Background: an optimization exercise with open tools, aiming at small area. Do not read the settings as production practice. In this exercise RTL edits were held to simulation tests only and were not proved equivalent to the original.

==> flow/design.v, too long to show whole: its modules and the start of the top module <==
// module rv_regf: 28 lines
// module rv_muldiv: 117 lines
// module rv_mul33: 1451 lines
// module rv_lzc32: 16 lines
// module rv_fpu: 334 lines
// module rv_add: 16 lines
// module rv_addcs: 15 lines
// module rv_inc: 15 lines
// module rv_cneg: 13 lines
// module rv_pcadd: 10 lines
// module rv_alu: 98 lines
// module rv_core: 634 lines
module rv_core #(parameter Nregs = 16,
                 parameter debug = 0,
                 parameter fpuen = 1 ) (
  input  logic clk,
  input  logic xreset,
  output u32_t i_adr,	 
  input  u32_t i_dr,	 
  output logic i_re,	 
  input  logic i_rdy,	 
  output u32_t d_adr,	 
  input  u32_t d_dr,	 
  output logic d_re,	 
  output u32_t d_dw,	 
  output u4_t  d_we,	 
  input  logic d_rdy,	 
  input  logic d_be,	 
  input  logic irq   
  );
  // ...
==> flow/flow/run.sh <==
#!/bin/bash
# Own layout flow = the standard ORFS flow with a re-mapped synthesis netlist.
#  2. fapol.py: choose the polarity of each full adder so that fewer inverters are needed
#  3. resynthesis: all combinational cells except full/half adders are dissolved into logic
#     and mapped again by ABC with an area-oriented script (flow/abc.script); registers,
#     adders and tie cells are kept as they are
#  5. the standard layout flow (bash standard.sh finish) on the chosen netlist, with the make
#     settings listed in flow/extra.txt (clock tree options, port buffer cell, buf_4 left out of timing repair)
# Each tool writes its full output to a log file of its own in this folder (log_*.txt).
set -uo pipefail
W=$(pwd)
F=$W/flow
R=orfs/results/${FLOW_PLATFORM}/rv_core/base
export PATH="$FLOW_HOME/../tools/install/yosys/bin:$FLOW_HOME/../tools/install/OpenROAD/bin:$PATH"

echo "== reference synthesis"
bash standard.sh synth > log_synth_reference.txt 2>&1 || { echo "reference synthesis failed"; exit 1; }
cp "$R/1_2_yosys.v" ref.v

LIB=$(make -s -C "$FLOW_HOME" DESIGN_CONFIG="$W/config.mk" WORK_HOME="$W/orfs" print-LIB_FILES 2>/dev/null | sed -n 's/^LIB_FILES: *//p' | awk '{print $1}')
DU=$(make -s -C "$FLOW_HOME" DESIGN_CONFIG="$W/config.mk" WORK_HOME="$W/orfs" print-DONT_USE_CELLS 2>/dev/null | sed -n 's/^DONT_USE_CELLS: *//p')
DUA=""; for c in $DU; do DUA="$DUA -dont_use $c"; done
printf 'set_driving_cell sky130_fd_sc_hd__buf_1\nset_load 5\n' > abc.constr

resyn() {  # $1 in.v  $2 out.v  $3 tag
  python3 "$F/fapol.py" "$1" "pol_$3.v" > "log_fapol_$3.txt" 2>&1 || return 1
  cat > "resyn_$3.ys" <<EOY
read_liberty -ignore_miss_func $LIB
read_verilog pol_$3.v
hierarchy -top ${FLOW_TOP}
setattr -mod -set keep_hierarchy 1 sky130_fd_sc_hd__fa_* sky130_fd_sc_hd__ha_* sky130_fd_sc_hd__*df* sky130_fd_sc_hd__conb_*
flatten
delete t:\$scopeinfo
opt_clean -purge
abc -script $F/abc.script -liberty $LIB $DUA -constr $W/abc.constr -D $(awk "BEGIN{print ${FLOW_PERIOD_NS}*1000}")
opt_clean -purge
setundef -zero
hilomap -singleton -hicell sky130_fd_sc_hd__conb_1 HI -locell sky130_fd_sc_hd__conb_1 LO
splitnets
opt_clean -purge
insbuf -buf sky130_fd_sc_hd__buf_4 A X
select ${FLOW_TOP}
tee -o stat_$3.txt stat -liberty $LIB
write_verilog -noattr -nohex -nodec -selected $2
EOY
  yosys -s "resyn_$3.ys" > "log_resyn_$3.txt" 2>&1 || return 1
}

use=ref.v
echo "== resynthesis"
if resyn ref.v mine1.v 1 && resyn mine1.v mine2.v 2 && resyn mine2.v mine3.v 3; then
  # candidates from the smallest area to the largest
  cands=$(for i in 1 2 3; do echo "$(sed -n "s/.*Chip area for module .*: //p" stat_$i.txt) mine$i.v"; done | sort -g | awk '{print $2}')
  for cand in $cands; do
    if python3 "$F/regcheck.py" ref.v $cand > log_regcheck_$cand.txt 2>&1 && \
       bash "$F/cec.sh" "$LIB" ref.v $cand > log_cec_$cand.txt 2>&1 && \
       grep -q "Networks are equivalent" log_cec_$cand.txt; then
      use=$cand; break
    fi
  done
fi
echo "netlist used: $use"
grep -i "chip area" orfs/reports/${FLOW_PLATFORM}/rv_core/base/synth_stat.txt stat_*.txt 2>/dev/null
if [[ $use != ref.v ]]; then
  cp $use "$R/1_2_yosys.v"
fi

echo "== layout"
# extra make variables for the layout steps (one assignment per line), e.g. CTS options
EXTRA=()
if [[ -f "$F/extra.txt" ]]; then
  while IFS= read -r line; do [[ -n "$line" && "$line" != \#* ]] && EXTRA+=("$line"); done < "$F/extra.txt"
fi
echo "extra layout settings: ${EXTRA[*]:-none}"
bash standard.sh "${EXTRA[@]}" finish > log_layout.txt 2>&1 || { echo "layout failed"; tail -20 log_layout.txt; exit 1; }
ls -la out/
==> flow/flow/abc.script <==
strash
ifraig
dch -f
amap
strash
dch -f
amap
strash
dch -f
amap
topo
stime -c
==> flow/flow/cec.sh <==
#!/bin/bash
# usage: cec.sh LIB a.v b.v  -- combinational equivalence of two flat netlists, registers cut by name
LIB=$1; A=$2; B=$3; D=cec_work; rm -rf $D; mkdir -p $D
H=$(dirname $0)
for x in a b; do
  f=$A; [[ $x == b ]] && f=$B
  python3 $H/cutflops.py $f $D/$x.v || exit 2
  yosys -q -p "read_liberty -ignore_miss_func $LIB; read_verilog $D/$x.v; hierarchy -top ${FLOW_TOP:-rv_core}; flatten; opt_clean; setundef -zero; aigmap; write_aiger $D/$x.aig" > $D/$x.log 2>&1 || { tail $D/$x.log; exit 2; }
done
yosys-abc -c "cec $D/a.aig $D/b.aig" 2>&1 | tail -2
==> flow/flow/cutflops.py <==
#!/usr/bin/env python3
"""Turn a flat sky130hd netlist into a purely combinational one for equivalence checking:
every flip-flop instance is removed; its Q net becomes an input port and its D/DE nets output
ports, named after the instance.  Ports are listed in sorted order so that two netlists with the
same registers get the same port order.   usage: cutflops.py IN.v OUT.v"""
import re, sys
src = open(sys.argv[1]).read()
m = re.search(r"^module\s+(\S+)\s*\((.*?)\);", src, re.M | re.S)
top = m.group(1)
body = src[m.end():src.rindex("endmodule")]
SEQ = re.compile(r"^sky130_fd_sc_hd__(e?dfx|df[rsb]|sdf|sedf)")
decls, cells = [], []
ins, outs = {}, {}
for part in re.finditer(r".*?;", body, re.S):
    t = part.group(0)
    c = re.match(r"^\s*(sky130_fd_sc_hd__\w+)\s+(\S+)\s*\((.*?)\);\s*$", t, re.S)
    if c and SEQ.match(c.group(1)):
        name = re.sub(r"[^A-Za-z0-9_]", "_", c.group(2))
        pins = dict((p, n.strip()) for p, n in re.findall(r"\.(\w+)\(\s*(.*?)\s*\)\s*(?:,|$)", c.group(3), re.S))
        def fmt(n): return n + " " if n.startswith("\\") else n
        if pins.get("Q"):
            ins[f"cut_q_{name}"] = fmt(pins["Q"])
        for p in ("D", "DE", "SCD", "SCE", "RESET_B", "SET_B"):
            if p in pins and pins[p]:
                outs[f"cut_{p.lower()}_{name}"] = fmt(pins[p])
        continue
    d = re.match(r"^\s*(input|output)\s+(?:\[(\d+):(\d+)\]\s*)?(\S+?)\s*;", t)
    if d:
        kind, hi, lo, nm = d.groups()
        if hi:
            for i in range(int(lo), int(hi) + 1):
                (ins if kind == "input" else outs)[f"port_{nm}_{i}"] = f"{nm}[{i}]"
        else:
            (ins if kind == "input" else outs)[f"port_{nm}"] = nm
        decls.append(t.replace(kind, "wire", 1))
        continue
    decls.append(t)
names = sorted(ins) + sorted(outs)
o = [f"module {top}({', '.join(names)});"]
for n in sorted(ins): o.append(f"  input {n};")
for n in sorted(outs): o.append(f"  output {n};")
o.extend(decls)
for n in sorted(ins): o.append(f"  assign {ins[n]} = {n};")
for n in sorted(outs): o.append(f"  assign {n} = {outs[n]};")
o.append("endmodule")
open(sys.argv[2], "w").write("\n".join(o) + "\n")
==> flow/flow/extra.txt <==
CTS_ARGS=-sink_clustering_enable -repair_clock_nets -dont_use_dummy_load -sink_clustering_size 12 -sink_clustering_max_diameter 80 -buf_list {sky130_fd_sc_hd__clkbuf_8}
BUFFER_PORTS_ARGS=-buffer_cell sky130_fd_sc_hd__buf_1
DONT_USE_CELLS=sky130_fd_sc_hd__probe_p_8 sky130_fd_sc_hd__probec_p_8 sky130_fd_sc_hd__lpflow_bleeder_1 sky130_fd_sc_hd__lpflow_clkbufkapwr_1 sky130_fd_sc_hd__lpflow_clkbufkapwr_16 sky130_fd_sc_hd__lpflow_clkbufkapwr_2 sky130_fd_sc_hd__lpflow_clkbufkapwr_4 sky130_fd_sc_hd__lpflow_clkbufkapwr_8 sky130_fd_sc_hd__lpflow_clkinvkapwr_1 sky130_fd_sc_hd__lpflow_clkinvkapwr_16 sky130_fd_sc_hd__lpflow_clkinvkapwr_2 sky130_fd_sc_hd__lpflow_clkinvkapwr_4 sky130_fd_sc_hd__lpflow_clkinvkapwr_8 sky130_fd_sc_hd__lpflow_decapkapwr_12 sky130_fd_sc_hd__lpflow_decapkapwr_3 sky130_fd_sc_hd__lpflow_decapkapwr_4 sky130_fd_sc_hd__lpflow_decapkapwr_6 sky130_fd_sc_hd__lpflow_decapkapwr_8 sky130_fd_sc_hd__lpflow_inputiso0n_1 sky130_fd_sc_hd__lpflow_inputiso0p_1 sky130_fd_sc_hd__lpflow_inputiso1n_1 sky130_fd_sc_hd__lpflow_inputiso1p_1 sky130_fd_sc_hd__lpflow_inputisolatch_1 sky130_fd_sc_hd__lpflow_isobufsrc_1 sky130_fd_sc_hd__lpflow_isobufsrc_16 sky130_fd_sc_hd__lpflow_isobufsrc_2 sky130_fd_sc_hd__lpflow_isobufsrc_4 sky130_fd_sc_hd__lpflow_isobufsrc_8 sky130_fd_sc_hd__lpflow_isobufsrckapwr_16 sky130_fd_sc_hd__lpflow_lsbuf_lh_hl_isowell_tap_1 sky130_fd_sc_hd__lpflow_lsbuf_lh_hl_isowell_tap_2 sky130_fd_sc_hd__lpflow_lsbuf_lh_hl_isowell_tap_4 sky130_fd_sc_hd__lpflow_lsbuf_lh_isowell_4 sky130_fd_sc_hd__lpflow_lsbuf_lh_isowell_tap_1 sky130_fd_sc_hd__lpflow_lsbuf_lh_isowell_tap_2 sky130_fd_sc_hd__lpflow_lsbuf_lh_isowell_tap_4 sky130_fd_sc_hd__buf_4
==> flow/flow/fapol.py <==
#!/usr/bin/env python3
"""Inverter clean-up around full adders in a flat sky130hd netlist written by Yosys.

A full adder is self-dual: FA(~a,~b,~c) = (~sum, ~cout).  Synthesis leaves many inverters between
full adders (sum/carry of one adder inverted into the next).  This script chooses for every
fa_* cell whether to use it 'flipped' (inputs and outputs complemented), so that as few inverters
as possible remain.  All inverters are first dissolved into (net, polarity) pairs and then
re-created: at most one per net whose complement is needed (reusing an original inverter's cell
type and instance name where there was one).  The logic function of every register input and
output port is unchanged; registers are untouched.

usage: fapol.py IN.v OUT.v
"""
import re
import sys
from collections import defaultdict

OUT_PINS = {"X", "Y", "Q", "Q_N", "SUM", "COUT", "HI", "LO", "GCLK"}
INV = re.compile(r"^sky130_fd_sc_hd__(clk)?inv_\d+$")
FA = re.compile(r"^sky130_fd_sc_hd__fa_\d+$")

src = open(sys.argv[1]).read()
m = re.search(r"^module\s+(\S+)\s*\((.*?)\);", src, re.M | re.S)
mod_start = m.start()
body_start = m.end()
end = src.rindex("endmodule")

# ---- parse statements of the module body
stmts = []  # ('text', str) or ('cell', type, name, [(pin, net)])
cell_re = re.compile(r"^\s*(sky130_fd_sc_hd__\w+)\s+(\S+)\s*\((.*?)\);\s*$", re.S)
pin_re = re.compile(r"\.(\w+)\(\s*(.*?)\s*\)\s*(?:,|$)", re.S)
pos = body_start
for part in re.finditer(r".*?;", src[body_start:end], re.S):
    text = part.group(0)
    c = cell_re.match(text)
    if c:
        pins = [(p, n.strip()) for p, n in pin_re.findall(c.group(3))]
        stmts.append(("cell", c.group(1), c.group(2), pins))
    else:
        stmts.append(("text", text))
tail = src[body_start:end][sum(len(s[1]) if s[0] == "text" else 0 for s in stmts):]  # unused

cells = [s for s in stmts if s[0] == "cell"]
for s in stmts:
    if s[0] == "text" and re.search(r"\bassign\b", s[1]):
        sys.exit("assign statements are not handled")

def fmt(n):
    return n + " " if n.startswith("\\") else n

def is_const(n):
    return re.fullmatch(r"\d+'[hbd][0-9a-fA-FxzXZ]+", n) is not None

# driver of each net
driver = {}
for _, typ, name, pins in cells:
    for p, n in pins:
        if p in OUT_PINS and n:
            driver[n] = (typ, name, p)

# inverter map: output net -> input net
inv_of = {}
inv_cells = {}
for _, typ, name, pins in cells:
    if INV.match(typ):
        d = dict(pins)
        if d.get("Y") and d.get("A") is not None:
            inv_of[d["Y"]] = d["A"]
            inv_cells[name] = (typ, d["A"], d["Y"])

def base(n):
    """(base net, polarity): n == base ^ pol, following inverter chains."""
    pol = 0
    seen = 0
    while n in inv_of and seen < 100:
        n = inv_of[n]
        pol ^= 1
        seen += 1
    return n, pol

# loads: every non-inverter cell input pin, on its base net
# ports (outputs) are loads too: find output port nets
port_decl = re.findall(r"^\s*output\s+(?:\[(\d+):(\d+)\]\s*)?(\S+?)\s*;", src[body_start:end], re.M)
out_port_nets = set()
for hi, lo, nm in port_decl:
    if hi:
        for i in range(int(lo), int(hi) + 1):
            out_port_nets.add(f"{nm}[{i}]")
        out_port_nets.add(nm)
    else:
        out_port_nets.add(nm)

fa_names = [name for _, typ, name, _ in cells if FA.match(typ)]
fa_index = {n: i for i, n in enumerate(fa_names)}
flip = [0] * len(fa_names)

# load list per base net: (fa index or -1, need_pol)   need_pol relative to base signal
loads = defaultdict(list)
fa_inputs = {}   # fa index -> list of base nets (for delta evaluation)
for _, typ, name, pins in cells:
    if INV.match(typ):
        continue
    fi = fa_index.get(name, -1)
    ins = []
    for p, n in pins:
        if p in OUT_PINS or not n:
            continue
        if is_const(n):
            continue
        b, pol = base(n)
        loads[b].append((fi, pol))
        ins.append(b)
    if fi >= 0:
        fa_inputs[fi] = ins
# output ports read nets
port_loads = 0
for n in out_port_nets:
    if n in driver and INV.match(driver[n][0]):
        # port driven by an inverter: keep that inverter as it is (treat as load of base with pol)
        pass
fa_out = defaultdict(list)  # fa index -> its output base nets
net_fa = {}                 # base net -> fa index driving it
for _, typ, name, pins in cells:
    if FA.match(typ):
        fi = fa_index[name]
        for p, n in pins:
            if p in OUT_PINS and n:
                fa_out[fi].append(n)
                net_fa[n] = fi
locked = set()
inv_driven_ports = set()
for n in out_port_nets:
    b, pol = base(n) if n in inv_of else (n, 0)
    if b in net_fa:
        locked.add(net_fa[b])
    if n in inv_of:
        inv_driven_ports.add(n)

def net_cost(b):
    f = flip[net_fa[b]] if b in net_fa else 0
    for fi, pol in loads.get(b, ()):
        if pol ^ (flip[fi] if fi >= 0 else 0) ^ f:
            return 1
    return 0

def fa_nets(fi):
    return set(fa_out[fi]) | set(fa_inputs.get(fi, []))

initial = sum(net_cost(b) for b in loads)
changed = True
rounds = 0
while changed and rounds < 50:
    changed = False
    rounds += 1
    for fi in range(len(fa_names)):
        if fi in locked:
            continue
        nets = fa_nets(fi)
        before = sum(net_cost(b) for b in nets)
        flip[fi] ^= 1
        after = sum(net_cost(b) for b in nets)
        if after < before:
            changed = True
        else:
            flip[fi] ^= 1
final = sum(net_cost(b) for b in loads)

# ---- rebuild
# inverter to use for base net b (its complement)
inv_name_for = {}
orig_inv_for_base = {}
for name, (typ, a, y) in inv_cells.items():
    b, pol = base(a)
    if y in inv_driven_ports or y in out_port_nets:
        continue
    if pol == 0 and b not in orig_inv_for_base:
        orig_inv_for_base[b] = (typ, name)
new_cells = []
new_wires = []
used_names = set(n for _, _, n, _ in cells)
cnt = [0]

def complement_net(b):
    if b not in inv_name_for:
        typ, name = orig_inv_for_base.get(b, ("sky130_fd_sc_hd__inv_1", None))
        if name is None or name in inv_name_for.values():
            cnt[0] += 1
            name = f"_fapol_inv_{cnt[0]}_"
        out = f"_fapol_n_{len(new_wires)}_"
        new_wires.append(out)
        new_cells.append((typ, name, [("A", b), ("Y", out)]))
        inv_name_for[b] = name
        inv_out[b] = out
    return inv_out[b]

inv_out = {}

def phys(b):
    return flip[net_fa[b]] if b in net_fa else 0

out = []
for s in stmts:
    if s[0] == "text":
        out.append(s[1])
        continue
    _, typ, name, pins = s
    if INV.match(typ):
        a, y = inv_cells[name][1], inv_cells[name][2]
        if y in inv_driven_ports or y in out_port_nets:
            # keep inverters that drive ports as they are, fed with the right polarity
            b, pol = base(a)
            want = pol  # port net = ~a = ~(b^pol); input needed = b^pol
            net = b if (want ^ phys(b)) == 0 else complement_net(b)
            out.append(f"  {typ} {name} (\n    .A({fmt(net)}),\n    .Y({y})\n  );")
        continue
    fi = fa_index.get(name, -1)
    f = flip[fi] if fi >= 0 else 0
    newpins = []
    for p, n in pins:
        if p in OUT_PINS or not n:
            newpins.append((p, n))
            continue
        if is_const(n):
            if f:
                n = {"1'h0": "1'h1", "1'h1": "1'h0"}.get(n, n)
            newpins.append((p, n))
            continue
        b, pol = base(n)
        need = pol ^ f
        newpins.append((p, b if (need ^ phys(b)) == 0 else complement_net(b)))
    out.append(f"  {typ} {name} (\n" + ",\n".join(f"    .{p}({n})" for p, n in newpins) + "\n  );")

out = [re.sub(r"\.(\w+)\((\\[^()]*?)\)", lambda mm: f".{mm.group(1)}({fmt(mm.group(2).strip())})", o) for o in out]
wires = "".join(f"  wire {w};\n" for w in new_wires)
invs = "".join(f"  {t} {n} (\n    .A({fmt(a[0][1])}),\n    .Y({a[1][1]})\n  );\n" for t, n, a in new_cells)
result = src[:body_start] + "\n" + wires + "\n".join(out) + "\n" + invs + src[end:]
open(sys.argv[2], "w").write(result)
sys.stderr.write(
    f"fapol: {len(fa_names)} full adders, {sum(flip)} flipped, {len(locked)} locked; "
    f"inverters {len(inv_cells)} -> {len(new_cells) + len(inv_driven_ports)} "
    f"(needed complements {initial} -> {final})\n"
)
==> flow/flow/regcheck.py <==
#!/usr/bin/env python3
"""Exit 0 if two flat netlists hold the same registers: same instance names, same cell family."""
import re, sys
SEQ = re.compile(r'^sky130_fd_sc_hd__(e?dfx|df[rsb]|sdf|sedf|dl[xrc]|sdl|lpflow_inputiso)')
def regs(fn):
    out = {}
    for m in re.finditer(r'^\s*(sky130_fd_sc_hd__\w+)\s+(\S+)\s*\(', open(fn).read(), re.M):
        if SEQ.match(m.group(1)):
            out[m.group(2).lstrip('\\')] = re.sub(r'_\d+$', '', m.group(1))
    return out
a, b = regs(sys.argv[1]), regs(sys.argv[2])
diff = sorted(k for k in set(a) | set(b) if a.get(k) != b.get(k))
print(f"reference {len(a)} registers, area netlist {len(b)}, differing {len(diff)}")
for k in diff[:20]:
    print(" ", k, a.get(k), b.get(k))
sys.exit(0 if a and not diff else 1)
==> flow/standard.sh <==
#!/bin/bash
# synth_recipe.tcl (not shown) runs the flow's synth.tcl, then flattens the netlist and writes it again
# the make line also repeats each setting of config.mk as NAME=value (left out here)
make -C /OpenROAD-flow-scripts/flow DESIGN_CONFIG=/design/flow/config.mk WORK_HOME=/design/flow/orfs CLKGATE_MAP_FILE= SYNTH_SCRIPT=/design/flow/synth_recipe.tcl "${@:-finish}"
==> flow/config.mk <==
export PLATFORM = sky130hd
export DESIGN_NAME = rv_core
export DESIGN_NICKNAME = rv_core
export VERILOG_FILES = /design/flow/design.v
export SDC_FILE = /design/flow/constraint.sdc
export NUM_CORES = 8
export LEC_CHECK = 0
export ABC_AREA = 1
export CAP_MARGIN = 20
export CORE_MARGIN = 2
export CORE_UTILIZATION = 40
export CTS_BUF_LIST = sky130_fd_sc_hd__clkbuf_8
export CTS_CLUSTER_DIAMETER = 80
export CTS_CLUSTER_SIZE = 12
export SLEW_MARGIN = 10
==> flow/constraint.sdc <==
create_clock -name core_clock -period 36.0 [get_ports {clk}]
set_input_delay 7.2000 -clock core_clock [delete_from_list [all_inputs] [get_ports {clk}]]
set_output_delay 7.2000 -clock core_clock [all_outputs]
set_load 0.01 [all_outputs]
==> flow_summary.yaml, run 1 <==
status:
  status: "complete, no violations"
layout:
  nFillCells: 27920
  areaGrowthSynthToFinish_pct: 10.94
  seq_area_sq_um: 41600
  final_cell_area_sq_um: 125000
  num-nonclk-inverters: 1154
critical_path:
  required_ns: 28.80
  slowest_stage: "edfxtp_1"
  endpoint: "i_adr[31]"
  critical_path.top_delay_family: "adder cells"
global_route:
  grt_usage_pct: 46.80
  gr-total-overflow: 0
  grt_most_used_layer: "met2"
timing:
  rsz0062_at_grt: "no"
  final.setup.tns_ns: 0
  setup_ws_ns: 1.086
  period_share_pct: 96.98
  worst_slew_pin_slew_ns: 1.485
  fin_skew_ns: 0.1456
clocking:
  clock-root-buffer: "clkbuf_8"
  cts_resized: 0
routing:
  drc: 0
  via_count: 128000
hold_path:
  holdPathStages: 0
  hold_end: "mar1[1][0]$_DFFE_PN_"
die:
  io_pins: 172
==> module rv_muldiv, before the edit <==
module rv_muldiv (
  input  logic clk,
  input  logic xreset,
  input  logic rdy,
  input  alu_t alu,
  input  u32_t rrd1,
  input  u32_t rrd2,
  input  u64_t prod,     
  output u32_t rwdat,    
  output u32_t rwdatx,   
  output logic cmpl,
  output logic mulop   
  );
  u32_t mres;
  always_ff@(posedge clk) begin
    case(alu)
    MUL:                 mres <= prod[31:0];
    MULH, MULHSU, MULHU: mres <= prod[63:32];
    default:             mres <= 'd0;
    endcase
  end
  assign rwdatx = mres;
  always_comb begin
    case(alu)	 
    MUL,MULH,MULHSU,MULHU: mulop = 1'b1;
    default: mulop = 1'b0;
    endcase
  end
  logic sgn, msgn;
  u32_t QA, QB;
  logic [63:1] QR;	 
  u32_t r1, r2, d1, d2, b1, b2;
  logic c1, c2, t1, t2;
  assign r1 = QR[32:1];
  rv_add #(32) u_sub1 (.a(QB), .b(~r1), .ci(1'b1), .s(d1), .co(c1));
  assign t1 = (QR[63:33] == 'd0) && c1;
  assign b1 = t1 ? d1 : QB;
  assign r2 = QR[33:2];
  rv_add #(32) u_sub2 (.a(b1), .b(~r2), .ci(1'b1), .s(d2), .co(c2));
  assign t2 = (QR[63:34] == 'd0) && c2;
  assign b2 = t2 ? d2 : b1;
  u32_t va, vb, nqa, nqb, nd2, nb1, ra, rb, xa, xb;
  assign va = {QA[29:0], t1, t2};
  assign vb = b2;
  logic [29:0] nqh;
  rv_cneg #(30) u_nqa (.a(QA[29:0]), .neg(1'b1), .y(nqh));
  assign nqa[0] = t2;
  assign nqa[1] = t1 ^ t2;
  generate for (genvar i = 2; i < 32; i++) begin : g_nqa
    assign nqa[i] = (t1 | t2) ? ~QA[i-2] : nqh[i-2];
  end endgenerate
  rv_cneg #(32) u_nd2 (.a(d2), .neg(1'b1), .y(nd2));
  rv_cneg #(32) u_nb1 (.a(b1), .neg(1'b1), .y(nb1));
  assign nqb = t2 ? nd2 : nb1;
  rv_cneg #(32) u_xa (.a(rrd1), .neg(rrd1[31]), .y(xa));
  rv_cneg #(32) u_xb (.a(rrd2), .neg(rrd2[31]), .y(xb));
  typedef enum logic {Idle, Calc} state_t;
  state_t st;
  u5_t exc;
  logic dstart;
  assign dstart = xreset && rdy && st == Idle;
  always_ff@(posedge clk) begin
    if(dstart && (alu == DIV || alu == REM)) begin
      QR <= {xb, 31'd0};
      QB <= xa;
      QA <= 'd0;
    end else if(dstart && (alu == DIVU || alu == REMU)) begin
      QR <= {rrd2, 31'd0};
      QB <= rrd1;
      QA <= 'd0;
    end else begin
      QA <= va;
      QB <= vb;
      QR <= {2'b00, QR[63:3]};
    end
  end
  always_ff@(posedge clk) begin
    if(!xreset) begin
      st <= Idle;
      exc <= 'd0;
      cmpl <= 1'b0;
    end else begin
      if(rdy && st == Idle) begin
        exc <= 'd16;
        cmpl <= 1'b0;
        case (alu)
        DIV,REM : begin
            sgn <= rrd1[31] ^ rrd2[31];
            msgn <= rrd1[31];
            st <= Calc;
          end
        DIVU,REMU : begin
            sgn <= 1'b0;
            msgn <= 1'b0;
            st <= Calc;
          end
        default: begin
            st <= Idle;
          end
        endcase
      end else if(st == Calc) begin
        case(alu)	 
        DIV:    rwdat <= sgn ? nqa : va;	 
        DIVU:   rwdat <= va;
        REM:    rwdat <= msgn ? nqb : vb;	 
        REMU:   rwdat <= vb;
        default: rwdat <= 'd0;
        endcase
        exc <= exc - 'd1;
        if(exc == 0) begin
          st <= Idle;
        end
        cmpl <= exc == 2 ? 1'b1 : 1'b0;
      end
    end
  end
endmodule
==> module rv_fpu, before the edit <==
module rv_fpu (
    input logic clk,
    input logic xreset,
    input logic rdy,
    input alu_t alu,
    input u32_t rrd1,
    input u32_t rrd2,
    input logic [47:0] mprod,	 
    output logic [31:0] nin,	 
    output logic [5:0]  lz,
    input  logic [31:0] nout,
    input  logic        mlt_in,	 
    output u32_t rwdat,
    output u32_t rwdatx,   
    output logic cmpl,
    output logic mulop   
    );
  logic sgns;
  u9_t  exps;
  u29_t sums;
  logic nan, inf;
  u26_t R, A, B;	 
  typedef enum logic {Idle, Calc} state_t;
  state_t st;
  u5_t exc;
  logic nan1r, nan2r, inf1r, inf2r, fz1r, fz2r;
  always_comb begin
    case (alu)
    FLOAT,FMUL,FIX,FEQ,FLT,FLE,FMIN,FMAX,FSGNJ,FSGNJN,FSGNJX: mulop = 1'b1;
    default:  mulop = 1'b0;
    endcase
  end
  logic sgn1, sgn2;
  u8_t  exp1, exp2;
  logic e1max, e2max, e1z, e2z, f1z, f2z;
  logic nan1, nan2, inf1, inf2, fz1, fz2;
  assign sgn1 = rrd1[31];
  assign sgn2 = rrd2[31];
  assign exp1 = rrd1[30:23];
  assign exp2 = rrd2[30:23];
  assign e1max = &exp1;
  assign e2max = &exp2;
  assign e1z = ~|exp1;
  assign e2z = ~|exp2;
  assign f1z = ~|rrd1[22:0];
  assign f2z = ~|rrd2[22:0];
  assign nan1 = e1max & ~f1z;
  assign nan2 = e2max & ~f2z;
  assign inf1 = e1max & f1z;
  assign inf2 = e2max & f2z;
  assign fz1 = e1z & f1z;
  assign fz2 = e2z & f2z;
  logic isfadd, isfsub, isfix, isfloat, isfdiv;
  assign isfsub  = (alu == FSUB);
  assign isfadd  = (alu == FADD) | isfsub;
  assign isfix   = (alu == FIX);
  assign isfloat = (alu == FLOAT);
  assign isfdiv  = (alu == FDIV);
  u8_t  eb, ediff, dabs;
  logic ecy, gt, ege;
  assign eb = isfix ? 8'd150 : exp2;
  rv_add #(8) u_ediff (.a(exp1), .b(~eb), .ci(1'b1), .s(ediff), .co(ecy));    
  assign gt = ecy & (ediff != 8'd0);
  rv_cneg #(8) u_dabs (.a(ediff), .neg(~ecy), .y(dabs));
  logic [23:0] xsh, ylg;	 
  logic        zsh;		 
  logic [25:0] ext, shr;
  logic        stk;
  assign xsh = gt ? {1'b1, rrd2[22:0]} : {1'b1, rrd1[22:0]};
  assign ylg = gt ? {1'b1, rrd1[22:0]} : {1'b1, rrd2[22:0]};
  assign zsh = (gt ? fz2 : fz1) | (dabs > 8'd24);
  assign ext = {xsh, 2'b00};
  always_comb begin
    logic [25:0] t;
    logic s;
    t = ext;
    s = 1'b0;
    if (dabs[4]) begin s = s | (|t[15:0]); t = {16'd0, t[25:16]}; end
    if (dabs[3]) begin s = s | (|t[7:0]);  t = {8'd0,  t[25:8]};  end
    if (dabs[2]) begin s = s | (|t[3:0]);  t = {4'd0,  t[25:4]};  end
    if (dabs[1]) begin s = s | (|t[1:0]);  t = {2'd0,  t[25:2]};  end
    if (dabs[0]) begin s = s | t[0];       t = {1'd0,  t[25:1]};  end
    shr = zsh ? 26'd0 : t;
    stk = zsh ? 1'b0 : s;
  end
  logic        sub, dneg;
  logic [26:0] lop, sop, sopx, dsum;
  logic        dco;
  logic [27:0] dres, vsums1;
  logic        vsgns1;
  assign sub  = sgn1 ^ sgn2 ^ isfsub;
  assign lop  = {ylg, 3'b000};
  assign sop  = {shr, stk};
  assign sopx = sop ^ {27{sub}};
  rv_add #(27) u_fadd (.a(lop), .b(sopx), .ci(sub), .s(dsum), .co(dco));
  assign dres = {dco ^ sub, dsum};
  assign dneg = sub & ~dco;		 
  logic [31:0] ngin, ngout;
  logic        ngneg;
  rv_cneg #(32) u_neg (.a(ngin), .neg(ngneg), .y(ngout));
  assign vsums1 = ngout[27:0];
  assign vsgns1 = sgn1 ^ (sub & ~gt & dco & (dsum != 27'd0));
  logic [31:0] fsrc, fneg;
  logic        fsgn;
  assign fsgn = (rrd2 == 'd0) & rrd1[31];
  assign fneg = ngout;
  assign nin = isfloat ? fneg : {sums[26:0], 5'd0};
  rv_lzc32 u_lzc (.a(nin), .n(lz));
  logic [8:0]  vexps2, exps_p1, exps_mlz;
  logic        ecy2;
  logic [28:0] vsums2;
  logic [25:0] vsigs2;
  logic        rnd2;
  rv_inc #(9) u_expp1 (.a(exps), .ci(1'b1), .s(exps_p1), .co());
  rv_add #(9) u_expmlz (.a(exps), .b(~{3'd0, lz}), .ci(1'b1), .s(exps_mlz), .co(ecy2));
  always_comb begin
    if (sums == 'd0) begin
      vexps2 = '0;
      vsums2 = '0;
    end else if (sums[27]) begin
      vexps2 = exps_p1;
      vsums2 = {1'b0, sums[28:1]};
    end else if (exps_mlz[8]) begin    
      vexps2 = '0;
      vsums2 = '0;
    end else begin
      vexps2 = exps_mlz;
      vsums2 = {2'b00, nout[31:5]};
    end
  end
  assign rnd2 = vsums2[2] & (vsums2[3] | vsums2[1] | vsums2[0]);
  logic [25:0] rin, rout;
  logic        rci, rco;
  rv_inc #(26) u_rnd (.a(rin), .ci(rci), .s(rout), .co(rco));
  assign vsigs2 = rout;
  u32_t fadd_res;
  assign fadd_res = {sgns, nan ? 8'hff : vexps2[7:0], inf ? 23'd0 : vsigs2[22:0]};
  u32_t float_res;
  logic [8:0] fexp;
  assign fexp = 9'd158 - {3'd0, lz};
  assign float_res = {fsgn, fz1 ? 8'd0 : fexp[7:0], nout[30:8]};
  u32_t fixu, fix_res;
  assign fixu = gt ? 32'd0 : {8'd0, shr[25:2]};
  assign fix_res = ngout;
  assign ngin  = isfloat ? rrd1 : isfix ? fixu : {4'd0, dres};
  assign ngneg = isfloat ? fsgn : isfix ? sgn1 : dneg;
  u32_t fmul_res;
  logic [23:0] mm;
  logic [22:0] msig;
  logic        mco;
  logic [8:0]  mexp, mexp2;
  assign mm = mprod[47] ? mprod[46:23] : mprod[45:22];
  assign msig = rout[22:0];
  assign mco  = &mm;		 
  rv_add #(9) u_mexp (.a({1'b0, exp1}), .b({1'b0, exp2}), .ci(mprod[47] | mco), .s(mexp), .co());
  always_comb begin
    logic [7:0] e;
    logic [22:0] f;
    if (mexp < 9'd128) e = 8'd0;
    else if (mexp > 9'd381) e = 8'hff;
    else e = mexp[7:0] - 8'd127;
    f = msig;
    if (fz1 || fz2) begin e = 8'd0; f = 23'd0; end
    if (inf1 || inf2) f = 23'd0;
    if (nan1 || nan2 || inf1 || inf2) e = 8'hff;
    fmul_res = {sgn1 ^ sgn2, e, f};
  end
  u32_t cmp_res;
  logic mlt, meq, mz1, mz2, clt, ceq;
  assign mlt = mlt_in;				 
  assign meq = (rrd1[30:0] == rrd2[30:0]);
  assign mz1 = (rrd1[30:0] == 31'd0);
  assign mz2 = (rrd2[30:0] == 31'd0);
  always_comb begin
    case ({sgn1, sgn2})
    2'b00:   clt = mlt;
    2'b11:   clt = ~mlt & ~meq;
    2'b10:   clt = ~mz1 | ~mz2;
    default: clt = 1'b0;
    endcase
  end
  assign ceq = (mz1 & mz2) | ((sgn1 == sgn2) & meq);
  always_comb begin
    case (alu)
    FEQ : cmp_res = {31'd0, ceq};
    FLT : cmp_res = {31'd0, clt};
    FLE : cmp_res = {31'd0, clt | ceq};
    FMIN: cmp_res = clt ? rrd1 : rrd2;
    default: cmp_res = clt ? rrd2 : rrd1;	 
    endcase
  end
  u32_t sgnj_res;
  always_comb begin
    case (alu)
    FSGNJ:  sgnj_res = {rrd2[31], rrd1[30:0]};
    FSGNJN: sgnj_res = {~rrd2[31], rrd1[30:0]};
    default: sgnj_res = {rrd1[31] ^ rrd2[31], rrd1[30:0]};	 
    endcase
  end
  logic [25:0] q1d, q2d, vB1, vB2;
  logic        q1, q2, q1c, q2c;
  rv_add #(26) u_fdiv1 (.a(B), .b(~R), .ci(1'b1), .s(q1d), .co(q1c));
  assign q1 = q1c;
  assign vB1 = {(q1 ? q1d[24:0] : B[24:0]), 1'b0};
  rv_add #(26) u_fdiv2 (.a(vB1), .b(~R), .ci(1'b1), .s(q2d), .co(q2c));
  assign q2 = q2c;
  assign vB2 = {(q2 ? q2d[24:0] : vB1[24:0]), 1'b0};
  u32_t fdiv_res;
  logic [24:0] dm;
  logic [23:0] dsig;
  logic [8:0]  dexp, exps_m1, dexp0;
  logic [8:0]  fdexp;
  assign dm = A[25] ? A[25:1] : A[24:0];
  assign dsig = rout[23:0];
  assign rin = isfadd ? vsums2[28:3] : (alu == FMUL) ? {3'd0, mm[23:1]} : {2'd0, dm[24:1]};
  assign rci = isfadd ? rnd2 : (alu == FMUL) ? mm[0] : dm[0];
  rv_add #(9) u_expm1 (.a(exps), .b(9'h1ff), .ci(1'b0), .s(exps_m1), .co());
  assign dexp = A[25] ? exps : exps_m1;
  rv_add #(9) u_fdexp (.a({1'b0, exp1}), .b(~{1'b0, exp2}), .ci(1'b0), .s(fdexp), .co());   
  logic [8:0] fdexps;
  rv_add #(9) u_fdexps (.a(fdexp), .b(9'd255), .ci(1'b0), .s(fdexps), .co());   
  always_comb begin
    logic [7:0] e;
    logic [22:0] f;
    if (dexp < 9'd128) begin
      e = 8'd0; f = 23'd0;
    end else if (dexp > 9'd381) begin
      e = 8'hff; f = 23'd0;
    end else begin
      e = dexp[7:0] - 8'd127; f = dsig[22:0];
    end
    if ((fz2r && fz1r) || (inf1r && inf2r)) begin
      e = 8'hff; f = {1'b1, 22'd0};
    end else if (fz1r || inf2r) begin
      e = 8'd0; f = 23'd0;
    end else if (fz2r || inf1r) begin
      e = 8'hff; f = 23'd0;
    end
    if (nan1r || nan2r) begin
      e = 8'hff; f = {1'b1, 22'd0};
    end
    fdiv_res = {sgns, e, f};
  end
  always_ff@(posedge clk) begin
    if(!xreset) begin
    end else begin
      if(rdy) begin
        case (alu)
        FADD,FSUB : begin
            nan <= nan1 | nan2 | inf1 | inf2;
            inf <= inf1 | inf2;
            sgns <= vsgns1;
            exps <= {1'b0, gt ? exp1 : exp2};
            sums <= {1'b0, vsums1};
            rwdat <= fadd_res;
        end
        FDIV : begin
            if(st == Idle) begin
              R <= {3'b001, rrd2[22:0]};
              B <= {3'b001, rrd1[22:0]};
              A <= '0;
              exps <= fdexps;
              sgns <= sgn1 ^ sgn2;
              nan1r <= nan1;
              nan2r <= nan2;
              inf1r <= inf1;
              inf2r <= inf2;
              fz1r <= fz1;
              fz2r <= fz2;
            end else if(exc > 'd3) begin
              B <= vB2;
              A <= {A[23:0], q1, q2};
            end
            if(exc == 'd1) begin
              rwdat <= fdiv_res;
            end
        end
        FLOAT : rwdatx <= float_res;
        FMUL  : rwdatx <= fmul_res;
        FIX   : rwdatx <= fix_res;
        FEQ,FLT,FLE,FMIN,FMAX : rwdatx <= cmp_res;
        FSGNJ,FSGNJN,FSGNJX : rwdatx <= sgnj_res;
        default : begin
            rwdatx <= '0;
            rwdat <= '0;
        end
        endcase
      end
    end
    if(!xreset) begin
      st <= Idle;
      cmpl <= 1'b0;
      exc <= 'd0;
    end else if(rdy) begin
        if(st == Idle) begin
          case(alu)
          FADD,FSUB: begin
            st <= Calc;
            exc <= 'd1;
            cmpl <= 1'b1;
          end
          FDIV: begin
            st <= Calc;
            exc <= 'd16;
          end
          default: begin
            exc <= 'd0;
          end
          endcase
        end else begin   
          case(alu)
          FADD,FSUB: begin
            cmpl <= 1'b0;
          end
          FDIV: begin
            if(exc == 'd2) begin
              cmpl <= 1'b1;
            end else begin
              cmpl <= 1'b0;
            end
          end
          default: begin
            cmpl <= 1'b0;
          end
          endcase
          if(exc > 'd0) begin
            exc <= exc - 'd1;
          end else if(exc == '0) begin
            st <= Idle;
          end
        end
    end
  end
endmodule
==> module rv_alu, before the edit <==
module rv_alu #(parameter fpuen = 1) (
  input  logic clk,
  input  logic xreset,
  input  logic rdy,
  input  alu_t alu,
  input  u32_t rrd1,
  input  u32_t rrd2,
  input  u32_t csr_rd,
  output u32_t rwdat,
  output u32_t rwdatx,
  output logic cmpl,
  output logic mulop
  );
  logic fm, sa, sb;
  logic [32:0] ma, mb;
  logic [63:0] prod;
  assign fm = (alu == FMUL);
  assign sa = rrd1[31] & (alu == MULH || alu == MULHSU);
  assign sb = rrd2[31] & (alu == MULH);
  assign ma = {sa, rrd1[31:24] & {8{~fm}}, rrd1[23] | fm, rrd1[22:0]};
  assign mb = {sb, rrd2[31:24] & {8{~fm}}, rrd2[23] | fm, rrd2[22:0]};
  rv_mul33 u_rv_mul33 (.a(ma), .b(mb), .p(prod));
  u32_t rwd, rwdx;
  logic cmplm, mulopm;
  rv_muldiv u_rv_muldiv(	 
    .clk(clk),   .xreset(xreset), .rdy(rdy),
    .alu(alu),
    .rrd1(rrd1), .rrd2(rrd2), .prod(prod),
    .rwdat(rwd), .rwdatx(rwdx),
    .cmpl(cmplm), .mulop(mulopm)
  );
  u32_t rwdatf, rwdatxf;
  logic [31:0] fnin, fnout;
  logic [5:0]  flz;
  logic        flt30;
  logic cmplf, mulopf;
  rv_fpu u_rv_fpu (
    .clk    (clk),
    .xreset (xreset),
    .rdy    (rdy),
    .alu    (alu),
    .rrd1   (rrd1),
    .rrd2   (rrd2),
    .mprod  (prod[47:0]),
    .nin    (fnin),
    .lz     (flz),
    .nout   (fnout),
    .mlt_in (flt30),
    .rwdat  (rwdatf),
    .rwdatx (rwdatxf),
    .cmpl   (cmplf),
    .mulop  (mulopf)
    );
  assign mulop = mulopm | mulopf;
  assign cmpl = cmplm | cmplf;
  assign rwdatx = rwdx | rwdatxf;
  logic isub, aco, ltu, lts;
  u32_t asum;
  assign isub = (alu == SUB) || (alu == SLT) || (alu == SLTU) ||
                (alu == FEQ) || (alu == FLT) || (alu == FLE) || (alu == FMIN) || (alu == FMAX);
  assign flt30 = ~(asum[31] ^ rrd1[31] ^ ~rrd2[31]);
  rv_addcs #(32, 16) u_add (.a(rrd1), .b(rrd2 ^ {32{isub}}), .ci(isub), .s(asum), .co(aco));
  assign ltu = ~aco;
  assign lts = ltu ^ rrd1[31] ^ rrd2[31];
  logic sleft, sfill;
  u32_t sin, sout, srev;
  logic [32:0] sext;
  always_comb begin
    sleft = (alu == SLL);
    sfill = (alu == SRA) & rrd1[31];
    for (int i = 0; i < 32; i++) sin[i] = sleft ? rrd1[31-i] : rrd1[i];
    sext = $signed({sfill, sin}) >>> rrd2[4:0];
    srev = rrd2[5] ? {32{sfill}} : sext[31:0];
    for (int i = 0; i < 32; i++) sout[i] = sleft ? srev[31-i] : srev[i];
  end
  assign fnout = fnin << flz[4:0];	 
  always_comb begin
  case(alu)	 
  ADD:    rwdat = asum;
  S2:     rwdat = rrd2;
  SLT:    rwdat = {31'd0, lts};
  SLTU:   rwdat = {31'd0, ltu};
  XOR:    rwdat = rrd1 ^ rrd2;
  OR:     rwdat = rrd1 | rrd2;
  AND:    rwdat = rrd1 & rrd2;
  SLL:    rwdat = sout;
  SRL:    rwdat = sout;
  SRA:    rwdat = sout;
  SUB:    rwdat = asum;
  CSR:    rwdat = csr_rd;
  DIV:    rwdat = rwd;
  DIVU:   rwdat = rwd;
  REM:    rwdat = rwd;
  REMU:   rwdat = rwd;
  default: rwdat = rwdatf;
  endcase
  end
endmodule
==> inputs of run 2 (changes only) <==
--- a/flow/design.v
+++ b/flow/design.v
@@ -342,58 +342,50 @@
   rv_cneg #(32) u_nd2 (.a(d2), .neg(1'b1), .y(nd2));
   rv_cneg #(32) u_nb1 (.a(b1), .neg(1'b1), .y(nb1));
   assign nqb = t2 ? nd2 : nb1;
   rv_cneg #(32) u_xa (.a(rrd1), .neg(rrd1[31]), .y(xa));
   rv_cneg #(32) u_xb (.a(rrd2), .neg(rrd2[31]), .y(xb));
   typedef enum logic {Idle, Calc} state_t;
   state_t st;
   u5_t exc;
-  logic dstart;
-  assign dstart = xreset && rdy && st == Idle;
-  always_ff@(posedge clk) begin
-    if(dstart && (alu == DIV || alu == REM)) begin
-      QR <= {xb, 31'd0};
-      QB <= xa;
-      QA <= 'd0;
-    end else if(dstart && (alu == DIVU || alu == REMU)) begin
-      QR <= {rrd2, 31'd0};
-      QB <= rrd1;
-      QA <= 'd0;
-    end else begin
-      QA <= va;
-      QB <= vb;
-      QR <= {2'b00, QR[63:3]};
-    end
-  end
   always_ff@(posedge clk) begin
     if(!xreset) begin
       st <= Idle;
       exc <= 'd0;
       cmpl <= 1'b0;
     end else begin
       if(rdy && st == Idle) begin
         exc <= 'd16;
         cmpl <= 1'b0;
         case (alu)
         DIV,REM : begin
             sgn <= rrd1[31] ^ rrd2[31];
             msgn <= rrd1[31];
+            QR <= {xb, 31'd0};
+            QB <= xa;
+            QA <= 'd0;
             st <= Calc;
           end
         DIVU,REMU : begin
             sgn <= 1'b0;
             msgn <= 1'b0;
+            QR <= {rrd2, 31'd0};
+            QB <= rrd1;
+            QA <= 'd0;
             st <= Calc;
           end
         default: begin
             st <= Idle;
           end
         endcase
       end else if(st == Calc) begin
+        QA <= va;
+        QB <= vb;
+        QR <= {2'b00, QR[63:3]};
         case(alu)	 
         DIV:    rwdat <= sgn ? nqa : va;	 
         DIVU:   rwdat <= va;
         REM:    rwdat <= msgn ? nqb : vb;	 
         REMU:   rwdat <= vb;
         default: rwdat <= 'd0;
         endcase
         exc <= exc - 'd1;
@@ -1876,20 +1868,16 @@
 module rv_fpu (
     input logic clk,
     input logic xreset,
     input logic rdy,
     input alu_t alu,
     input u32_t rrd1,
     input u32_t rrd2,
     input logic [47:0] mprod,	 
-    output logic [31:0] nin,	 
-    output logic [5:0]  lz,
-    input  logic [31:0] nout,
-    input  logic        mlt_in,	 
     output u32_t rwdat,
     output u32_t rwdatx,   
     output logic cmpl,
     output logic mulop   
     );
   logic sgns;
   u9_t  exps;
   u29_t sums;
@@ -1970,22 +1958,24 @@
   rv_add #(27) u_fadd (.a(lop), .b(sopx), .ci(sub), .s(dsum), .co(dco));
   assign dres = {dco ^ sub, dsum};
   assign dneg = sub & ~dco;		 
   logic [31:0] ngin, ngout;
   logic        ngneg;
   rv_cneg #(32) u_neg (.a(ngin), .neg(ngneg), .y(ngout));
   assign vsums1 = ngout[27:0];
   assign vsgns1 = sgn1 ^ (sub & ~gt & dco & (dsum != 27'd0));
-  logic [31:0] fsrc, fneg;
+  logic [31:0] fsrc, fneg, nin, nout;
+  logic [5:0]  lz;
   logic        fsgn;
   assign fsgn = (rrd2 == 'd0) & rrd1[31];
   assign fneg = ngout;
   assign nin = isfloat ? fneg : {sums[26:0], 5'd0};
   rv_lzc32 u_lzc (.a(nin), .n(lz));
+  assign nout = nin << lz[4:0];
   logic [8:0]  vexps2, exps_p1, exps_mlz;
   logic        ecy2;
   logic [28:0] vsums2;
   logic [25:0] vsigs2;
   logic        rnd2;
   rv_inc #(9) u_expp1 (.a(exps), .ci(1'b1), .s(exps_p1), .co());
   rv_add #(9) u_expmlz (.a(exps), .b(~{3'd0, lz}), .ci(1'b1), .s(exps_mlz), .co(ecy2));
   always_comb begin
@@ -2037,17 +2027,20 @@
     f = msig;
     if (fz1 || fz2) begin e = 8'd0; f = 23'd0; end
     if (inf1 || inf2) f = 23'd0;
     if (nan1 || nan2 || inf1 || inf2) e = 8'hff;
     fmul_res = {sgn1 ^ sgn2, e, f};
   end
   u32_t cmp_res;
   logic mlt, meq, mz1, mz2, clt, ceq;
-  assign mlt = mlt_in;				 
+  logic [30:0] mdiff;
+  logic cmco;
+  rv_add #(31) u_fcmp (.a(rrd1[30:0]), .b(~rrd2[30:0]), .ci(1'b1), .s(mdiff), .co(cmco));
+  assign mlt = ~cmco;				 
   assign meq = (rrd1[30:0] == rrd2[30:0]);
   assign mz1 = (rrd1[30:0] == 31'd0);
   assign mz2 = (rrd2[30:0] == 31'd0);
   always_comb begin
     case ({sgn1, sgn2})
     2'b00:   clt = mlt;
     2'b11:   clt = ~mlt & ~meq;
     2'b10:   clt = ~mz1 | ~mz2;
@@ -2303,60 +2296,50 @@
   rv_muldiv u_rv_muldiv(	 
     .clk(clk),   .xreset(xreset), .rdy(rdy),
     .alu(alu),
     .rrd1(rrd1), .rrd2(rrd2), .prod(prod),
     .rwdat(rwd), .rwdatx(rwdx),
     .cmpl(cmplm), .mulop(mulopm)
   );
   u32_t rwdatf, rwdatxf;
-  logic [31:0] fnin, fnout;
-  logic [5:0]  flz;
-  logic        flt30;
   logic cmplf, mulopf;
   rv_fpu u_rv_fpu (
     .clk    (clk),
     .xreset (xreset),
     .rdy    (rdy),
     .alu    (alu),
     .rrd1   (rrd1),
     .rrd2   (rrd2),
     .mprod  (prod[47:0]),
-    .nin    (fnin),
-    .lz     (flz),
-    .nout   (fnout),
-    .mlt_in (flt30),
     .rwdat  (rwdatf),
     .rwdatx (rwdatxf),
     .cmpl   (cmplf),
     .mulop  (mulopf)
     );
   assign mulop = mulopm | mulopf;
   assign cmpl = cmplm | cmplf;
   assign rwdatx = rwdx | rwdatxf;
   logic isub, aco, ltu, lts;
   u32_t asum;
-  assign isub = (alu == SUB) || (alu == SLT) || (alu == SLTU) ||
-                (alu == FEQ) || (alu == FLT) || (alu == FLE) || (alu == FMIN) || (alu == FMAX);
-  assign flt30 = ~(asum[31] ^ rrd1[31] ^ ~rrd2[31]);
+  assign isub = (alu == SUB) || (alu == SLT) || (alu == SLTU);
   rv_addcs #(32, 16) u_add (.a(rrd1), .b(rrd2 ^ {32{isub}}), .ci(isub), .s(asum), .co(aco));
   assign ltu = ~aco;
   assign lts = ltu ^ rrd1[31] ^ rrd2[31];
   logic sleft, sfill;
   u32_t sin, sout, srev;
   logic [32:0] sext;
   always_comb begin
     sleft = (alu == SLL);
     sfill = (alu == SRA) & rrd1[31];
     for (int i = 0; i < 32; i++) sin[i] = sleft ? rrd1[31-i] : rrd1[i];
     sext = $signed({sfill, sin}) >>> rrd2[4:0];
     srev = rrd2[5] ? {32{sfill}} : sext[31:0];
     for (int i = 0; i < 32; i++) sout[i] = sleft ? srev[31-i] : srev[i];
   end
-  assign fnout = fnin << flz[4:0];	 
   always_comb begin
   case(alu)	 
   ADD:    rwdat = asum;
   S2:     rwdat = rrd2;
   SLT:    rwdat = {31'd0, lts};
   SLTU:   rwdat = {31'd0, ltu};
   XOR:    rwdat = rrd1 ^ rrd2;
   OR:     rwdat = rrd1 | rrd2;
@@ -2656,29 +2639,31 @@
   logic   bra_stall;	 
   logic   d_stall;	 
   logic   ex_stall;	 
   logic   stall;
   u32_t   mtvec, mepc;
   u16_t   mip, mie;
   u32_t   mcause;
   assign stall = bra_stall | d_stall | ex_stall;
+  logic   rdy1;
   u4_t    pcinc, pcinca;
   u32_t   ira;
   assign  ira = i_dr;
   assign  i_adr = pca;
   always_ff @ (posedge clk) begin
     if(!xreset) begin
       ir <= 'd0;
       irh <= 'd0;
     end else if(rdy) begin
       ir <= ira;
       if(!(ex_stall || d_stall))
         irh <= ir;
     end
+    rdy1 <= rdy;
   end
   assign IR = (ex_stall || d_stall) ? irh : ir;
   logic c_insn, c_insna;
   f_insn_t f_dec;
   u32_t c_imm, f_imm, imm;
   u32_t exir, eir;
   u3_t func3;
   parameter ECALL = 32'h00000073;
@@ -2941,20 +2926,19 @@
          we = 1'b0;
          wd = 'd0;
          end
     endcase
   end
   assign rwdat_s1 = rwdx_s1 ? rwdatx : rwdat1;
   assign rwdx_s0 = mulop;
   always_ff @ (posedge clk) begin
-    begin	 
+    if(rdy1) begin
       mdr1 <= d_dr | d_dr1;
     end
-    bdst <= bdsta;
     if(rdy || !xreset) begin
       bra_stall <= bra_stall ? 1'b0 : bstall;
       if(!xreset)
         ex_stall <= 1'b0;     
       else if(cmpl)
         ex_stall <= 1'b0;
       else if(!bra_stall && f_dec.excyc > 0)
         ex_stall <= 1'b1;
@@ -2978,16 +2962,17 @@
       mar1[1] <= mar1[0];
       d_be1[0] <= d_be;
       d_be1[1] <= d_be1[0];
       if(!(bra_stall)) begin
         if(!(ex_stall && !d_stall)) begin
             rrd1 <= rrd1a;
             rrd2 <= rrd2a;
         end
+        bdst <= bdsta;
         mar    <= mara;
         rwa[0] <= ds1 | ds2 ? R_NA : (f_dec.rwa == RD ? awd : 'd0);
         mmd    <= ds1 | ds2 ? SI   : f_dec.mode;
         mwe    <= ds1 | ds2 ? R_NA : f_dec.mwe;
         rwd[0] <= ds1 | ds2 ? R_NA : f_dec.rwd;
         alu    <= ds1 | ds2 ? A_NA : f_dec.alu;
       end
     end
==> flow/run.sh (new file) <==
#!/bin/bash
# synth_recipe.tcl (not shown) runs the flow's synth.tcl, then flattens the netlist and writes it again
# the make line also repeats each setting of config.mk as NAME=value (left out here)
make -C /OpenROAD-flow-scripts/flow DESIGN_CONFIG=/design/flow/config.mk WORK_HOME=/design/flow/orfs CLKGATE_MAP_FILE= SYNTH_SCRIPT=/design/flow/synth_recipe.tcl finish
==> flow/config.mk (replaced) <==
export PLATFORM = sky130hd
export DESIGN_NAME = rv_core
export DESIGN_NICKNAME = rv_core
export VERILOG_FILES = /design/flow/design.v
export SDC_FILE = /design/flow/constraint.sdc
export NUM_CORES = 8
export LEC_CHECK = 0
export ABC_AREA = 1
export CAP_MARGIN = 25
export CORE_MARGIN = 2
export CORE_UTILIZATION = 45
export CTS_CLUSTER_DIAMETER = 100
export CTS_CLUSTER_SIZE = 15
export SLEW_MARGIN = 20
removed: flow/flow/run.sh
removed: flow/flow/abc.script
removed: flow/flow/cec.sh
removed: flow/flow/cutflops.py
removed: flow/flow/extra.txt
removed: flow/flow/fapol.py
removed: flow/flow/regcheck.py
removed: flow/standard.sh
==> run 2 against run 1 <==
Effect of this change:
- area after synthesis grew 16%
- critical path depth decreased by 15
- synthesized cell count is 35% higher
- routed wire length down 0.72%
- critical endpoint unchanged
==> flow_summary.yaml, run 2 <==
global_route:
  grt_pass1_wl_mm: 949.6
  grt_pass1_vias: 121500
  grt_max_degree: 162
  gr-total-overflow: 0
  antenna_found_initial: 82
  grt_usage_pct: 45.20
yosys:
  ys_warn_count: 18
  synth_top_area_share_pct: 27.46
  syn_inst: 16800
  ys_ff_latch: 1574
  synth_edf_count: 1199
  synth_most_common_cell: "nand2_1"
  avgSynthCellArea_sq_um: 7.806
  yosysSeqAreaShare_pct: 33.19
  ys.flop_type: "edfxtp_1"
  synth_top_area_cell: "edfxtp_1"
  async_reset_ff_share_pct: 0
  synth_area_sq_um: 131100
  yosysUniqueCellTypes: 84
  ys_top_cells_by_area: "edfxtp_1 (27%), nand2_1 (9.4%), fa_1 (8.7%), o21ai_0 (6.6%), dfxtp_1 (5.7%)"
  synth_common_cells: "nand2_1 (3274), inv_1 (1820), o21ai_0 (1739), edfxtp_1 (1199), nor2_1 (1179)"
  synth_nets: 17950
clocking:
  clkSinkCount: 1574
  cts_hold_buffers: 0
  clock-root-buffer: "clkbuf_16"
  cts_tree: "done"
  h-tree-depth: 4
  cts_resized: 0
  clk_pin_slew_ns: 0.08
  cts_setup_buffers: 0
  cts_buffers: 135
  clk_latency_ns: 0.91
  clockBufferDepth: 4
timing:
  max_slew_margin_pct: 13.57
  hold_ws_ns: 0.4206
  final.setup.tns_ns: 0
  final_hold_viol_count: 0
  final-setup-viol-count: 0
  period_share_pct: 91.02
  slew_viol_final: 0
  rsz0062_at_grt: "no"
  timing.fmax_mhz: 30.52
  setup_ws_ns: 3.233
  fin_skew_ns: 0.08719
  worst_slew_pin_slew_ns: 1.283
  layout_min_cycle_time_ns: 32.77
critical_path:
  crit_buf_inv: 7
  slowest_stage: "fa_1"
  critPathMaxStageDelay_ns: 0.70
  critical_path.top_delay_family: "adder cells"
  arrival_ns: 25.57
  crit_type: "reg2out"
  endpoint_kind: "primary output"
  critPathLaunchType: "register"
  path_common_cell: "fa_1"
  cp_max_fo: 32
  required_ns: 28.80
hold_path:
  hold_class: "reg2reg"
die:
  core_area_sq_um: 290300
  initial_core_util_pct: 45.16
  design.die.area_sq_um: 295700
  io_pins: 172
  rows: 198
  die_h_um: 543.8
  dieWidth_um: 543.8
placed_design:
  dp_cells: 20260
  place_area_sq_um: 137900
  dpl.hpwl_mm: 492.4
  portBuffers: 170
  place_congestion: 1.140
  post-place-ws_ns: 4.028
layout:
  final_cell_mix: "nand2_1 (3267), inv_1 (1797), o21ai_0 (1720)"
  largest_reg_flops: 480
  final_cell_area_sq_um: 142100
  utilization_pct: 48.94
  layout-drive-gt1-share_pct: 7.026
  nets: 17650
  finalNonFillerCells: 20540
  final_common_cell: "nand2_1"
  areaGrowthSynthToFinish_pct: 8.370
  nFillCells: 28730
status:
  status: "complete, no violations"
routing:
  avgRoutedWirePerCell_um: 33.70
  vias_per_cell: 6.668
  via_count: 137000
  dr.pass1.iters: 10
  drc: 0
  ant_nets: 0
  drt-initial-drc-count: 25530
  drt-total-wl_mm: 692.2
job:
  cap_violations: 0
==> run 2: logic make-up after synthesis <==
group                    count (synthesis)  synth area share [%]
AO/OA/AOI/OAI                         4665                 21.52
XOR/XNOR                               579                 3.868
adder cells (fa/ha/maj)               1083                 13.59
buffers and inverters                 3122                 9.151
flip-flops                            1574                 33.19
multiplexers                            51                0.3903
other                                    1              0.002860
AND/OR/NAND/NOR                       5722                 18.29
==> run 2: layer usage <==
metal,global-route usage [%],routed length (um),vias to the layer above
met5,1.623,950,-
met4,26.43,52330,58
met3,20.51,115500,2638
met2,59.36,261000,11670
met1,60.04,262400,65330
li1,-,-,57270
==> run 2: final timing paths <==
path	cells past startpoint	endpoint	from	slack (ns)
setup reg to reg	82	u_rv_alu.u_rv_muldiv.rwdat[26]$_DFFE_PP_	u_rv_alu.u_rv_muldiv.QB[0]$_DFFE_PP_	4.10
hold / removal	0	d_be1[1]$_DFFE_PN_	d_be1[0]$_DFFE_PN_	0.42
setup / recovery	83	i_adr[31]	alu[4]$_SDFFCE_PP0P_	3.23
hold reg to reg	0	d_be1[1]$_DFFE_PN_	d_be1[0]$_DFFE_PN_	0.42
==> run 2: final cells by class <==
| class | instances | area, sq um | share of cell area (%) |
|---|---|---|---|
| diodes | 73 | 182.7 | 0.1286 |
| multi-input cells | 12100 | 76130 | 53.58 |
| flip-flops and latches | 1574 | 43510 | 30.62 |
| clock inverters | 24 | 310.3 | 0.2184 |
| inverters | 1941 | 7300 | 5.137 |
| clock buffers | 180 | 3654 | 2.571 |
| well taps | 3900 | 4880 | 3.434 |
| repair buffers | 746 | 6117 | 4.305 |

[port drivers added, routing unchanged]
Ports are ideal in the flow. The routed layouts listed here were re-timed in OpenROAD. Step 1 (the two cells are an assumption about what drives the block):
set clk [get_ports {clk}]
set_driving_cell -lib_cell sky130_fd_sc_hd__clkbuf_16 $clk
set_driving_cell -lib_cell sky130_fd_sc_hd__buf_2 [delete_from_list [all_inputs] $clk]
Step 2 moves the port delays by t, midway between the first and last clock arrival at a register: inputs arrive t later, outputs are due t later. That takes back most of the time a late clock gives input paths. Slacks: ideal / step 1 / step 2; pairs: ideal / step 1.
run	t (ns)	slack for setup (ns)	worst data-port slew with drivers (ns)	pins driven straight from the clock port
run 1	1.130	1.085 / 0.961 / 2.091	0.05	1
run 2	0.978	3.233 / 3.123 / 4.096	0.13	1
After both steps setup and hold are still met in every run listed.
